This design comes from an exercise in tuning for small area on the open sky130 flow, not from production work.
At most, simulation tests tie the RTL to the original design; equivalence was not proved.
Power is estimated from default activity; no workload was simulated.

==> ember: inputs <==
Design MazeRunner, start of the top module:
module MazeRunner(
  input clk, RST_n,						 
  output INRT_SS_n,INRT_SCLK,INRT_MOSI,	 
  input INRT_MISO,						 
  input INRT_INT,						 
  output A2D_SS_n,A2D_SCLK,A2D_MOSI,	 
  input A2D_MISO,						 
  output lftPWM1,lftPWM2,				 
  output rghtPWM1,rghtPWM2,				 
  input RX,								 
  input hall_n,							 
  output TX,							 
  output piezo,piezo_n,					 
  output IR_lft_en,						 
  output IR_cntr_en,					 
  output IR_rght_en,					 
  output [7:0] LED
);
clock: 27.0 ns
lec_check: 0
abc_area: 1
cap_margin: 20
core_margin: 2
core_utilization: 40
place_density: 0.6
slew_margin: 20
run.sh (not shown) runs the stock make flow with config.mk's settings and CLKGATE_MAP_FILE= SYNTH_SCRIPT=/design/flow/synth_recipe.tcl, a recipe that flattens the netlist after the stock synthesis.
==> zinc: changes against ember <==
--- a/flow/design.v
+++ b/flow/design.v
@@ -1471,56 +1471,57 @@
   typedef enum reg {IDLE,CAL} cal_state_t;
   state_t state,nxt_state;
   cal_state_t cal_state, nxt_cal_state;
   wire [11:0] res;
   wire cnv_cmplt;
   wire IR_duty;
   wire signed [8:0] lft_IR_Dtrm,rght_IR_Dtrm;
+  wire signed [12:0] lft_IR_diff,rght_IR_diff;
   wire signed [9:0] IR_Dtrm_sum;
   wire sttl_ovr;				 
   wire [13:0] vbatt_accum;		 
   wire [11:0] IR_err;			 
   logic strt_cnv;
   logic capture_batt,capture_rght,capture_lft,capture_cntr;
   logic [2:0] chnnl;
   logic [1:0] IR_sel;
   logic clr_avg_accums;
   logic accum_lft,accum_rght;
   logic ld_offs;
   reg frwrd_opn_r;		 
   reg [11:0] lft_IR_prev1,rght_IR_prev1;	 
   reg [11:0] lft_IR_prev2,rght_IR_prev2;	 
-  reg [11:0] vbatt1,vbatt2,vbatt3;	 
+  reg [11:0] lft_IR_prev3,rght_IR_prev3;	 
+  reg [11:0] vbatt1,vbatt2,vbatt3,vbatt4;	 
   reg [14:0] lft_accum,rght_accum;			 
   wire [11:0] lft_off_reg,rght_off_reg;		 
   reg [3:0] smpl_cnt;
   wire [3:0] smpl_cnt_inc;
   rc_inc #(4) iSMPLINC(.a(smpl_cnt), .s(smpl_cnt_inc));
   localparam OPEN_THRES = 12'hD30;
   localparam OPEN_THRES_FRNT = 12'hDC0;
   localparam HUG = 12'h0E0;			 
   assign sttl_ovr = &tmr[10:0];
   always_ff @(posedge clk, negedge rst_n)
     if (!rst_n) begin
       vbatt1 <= 12'hC00;
 	  vbatt2 <= 12'hC00;
 	  vbatt3 <= 12'hC00;
-	  vbatt_hi <= 8'hC0;		 
+	  vbatt4 <= 12'hC00;
     end else if (capture_batt) begin
       vbatt1 <= res;
 	  vbatt2 <= vbatt1;
 	  vbatt3 <= vbatt2;
-	  vbatt_hi <= vbatt_accum[13:6];
+	  vbatt4 <= vbatt3;
 	end
   wire [12:0] vb12, vb34;
-  reg [7:0] vbatt_hi;
   rc_add #(13) iVB12(.a({1'b0,vbatt1}), .b({1'b0,vbatt2}), .ci(1'b0), .s(vb12), .co());
-  rc_add #(13) iVB34(.a({1'b0,vbatt3}), .b({1'b0,res}), .ci(1'b0), .s(vb34), .co());
+  rc_add #(13) iVB34(.a({1'b0,vbatt3}), .b({1'b0,vbatt4}), .ci(1'b0), .s(vb34), .co());
   rc_add #(14) iVBSUM(.a({1'b0,vb12}), .b({1'b0,vb34}), .ci(1'b0), .s(vbatt_accum), .co());
-  assign vbatt = {vbatt_hi,4'h0};				 
+  assign vbatt = vbatt_accum[13:2];				 
   assign batt_low = (vbatt[11:4]<8'hD9)? 1'b1 : 1'b0;	 
   always_ff @(posedge clk, negedge rst_n)
     if (!rst_n)
       frwrd_opn_r <= 1'b0;
     else if (capture_cntr)
       frwrd_opn_r <= (res>OPEN_THRES_FRNT) ? 1'b1 : 1'b0;
   wire [11:0] IR_new;
@@ -1528,32 +1529,31 @@
   assign off_sel = (state==LFT_CPTR) ? lft_off_reg : rght_off_reg;
   rc_add #(12) iIRSUB(.a(res), .b(~off_sel), .ci(1'b1), .s(IR_new), .co());
   always_ff @(posedge clk)
     if (capture_rght) begin
       rght_IR <= IR_new;
 	  rght_IR_prev1 <= rght_IR;
 	  rght_IR_prev2 <= rght_IR_prev1;
-	  rght_IR_D <= cap_IR_Dtrm;
+	  rght_IR_prev3 <= rght_IR_prev2;
     end
   always_ff @(posedge clk)
     if (capture_lft) begin
       lft_IR <= IR_new;
 	  lft_IR_prev1 <= lft_IR;
 	  lft_IR_prev2 <= lft_IR_prev1;
-	  lft_IR_D <= cap_IR_Dtrm;
+	  lft_IR_prev3 <= lft_IR_prev2;
 	end
-  wire [12:0] cap_IR_diff;
-  wire [8:0] cap_IR_Dtrm;
-  reg [8:0] lft_IR_D, rght_IR_D;
-  rc_add #(13) iCDIFF(.a({1'b0,IR_new}), .b({1'b1,~((state==LFT_CPTR) ? lft_IR_prev2 : rght_IR_prev2)}), .ci(1'b1), .s(cap_IR_diff), .co());
-  assign cap_IR_Dtrm = (cap_IR_diff[12] & ~&cap_IR_diff[11:8]) ? 9'h100 :
-                       (~cap_IR_diff[12] & |cap_IR_diff[11:8]) ? 9'h0FF :
-					   cap_IR_diff[8:0];
-  assign lft_IR_Dtrm = lft_IR_D;
-  assign rght_IR_Dtrm = rght_IR_D;
+  rc_add #(13) iLDIFF(.a({1'b0,lft_IR}), .b({1'b1,~lft_IR_prev3}), .ci(1'b1), .s(lft_IR_diff), .co());
+  rc_add #(13) iRDIFF(.a({1'b0,rght_IR}), .b({1'b1,~rght_IR_prev3}), .ci(1'b1), .s(rght_IR_diff), .co());
+  assign lft_IR_Dtrm = (lft_IR_diff[12] & ~&lft_IR_diff[11:8]) ? 9'h100 :
+                       (~lft_IR_diff[12] & |lft_IR_diff[11:8]) ? 9'h0FF :
+					   lft_IR_diff[8:0];
+  assign rght_IR_Dtrm = (rght_IR_diff[12] & ~&rght_IR_diff[11:8]) ? 9'h100 :
+                        (~rght_IR_diff[12] & |rght_IR_diff[11:8]) ? 9'h0FF :
+						rght_IR_diff[8:0]; 
   rc_add #(10) iDSUM(.a({lft_IR_Dtrm[8],lft_IR_Dtrm}), .b(~{rght_IR_Dtrm[8],rght_IR_Dtrm}), .ci(1'b1), .s(IR_Dtrm_sum), .co());
   wire [8:0] IR_Dtrm_n;
   assign IR_Dtrm_n = ((lft_opn) && (rght_opn)) ? 9'h000 :		 
               (lft_opn) ? ~{rght_IR_Dtrm[8],rght_IR_Dtrm[8:1]} :				 
 	      (rght_opn) ? {lft_IR_Dtrm[8],lft_IR_Dtrm[8:1]} :				 
 	      IR_Dtrm_sum[9:1];
   always_ff @(posedge clk)
==> comparison table <==
item                                                      zinc                ember
Run status                    no timing/DRC/antenna violations  no timing/DRC/antenna violations
Number of cells after detailed placement                  5436                 5395
Seq/Total Area, Yosys                                   34.66%               34.45%
Largest net degree at the start of global routing          150                  146
Min Tclk post-route                                   21.56 ns             21.86 ns
Fraction of area in clock buffers and inverters         4.849%               4.934%
Met2 Resource Use GR                                    28.98%               30.10%
Sw frac                                                 21.85%               35.17%
Overall power consumption                             1.675 mW             2.578 mW
Signal buf overhead                                    0.8433%              0.8550%
Overall track demand over capacity in global routing    17.15%               17.79%
Reg2reg path depth                                          86                   85
Compound-cell area share of the yosys netlist           7.769%               7.891%
Leading power group                                      clock  combinational cells
Function not checked in zinc: the RTL went through the layout flow alone.
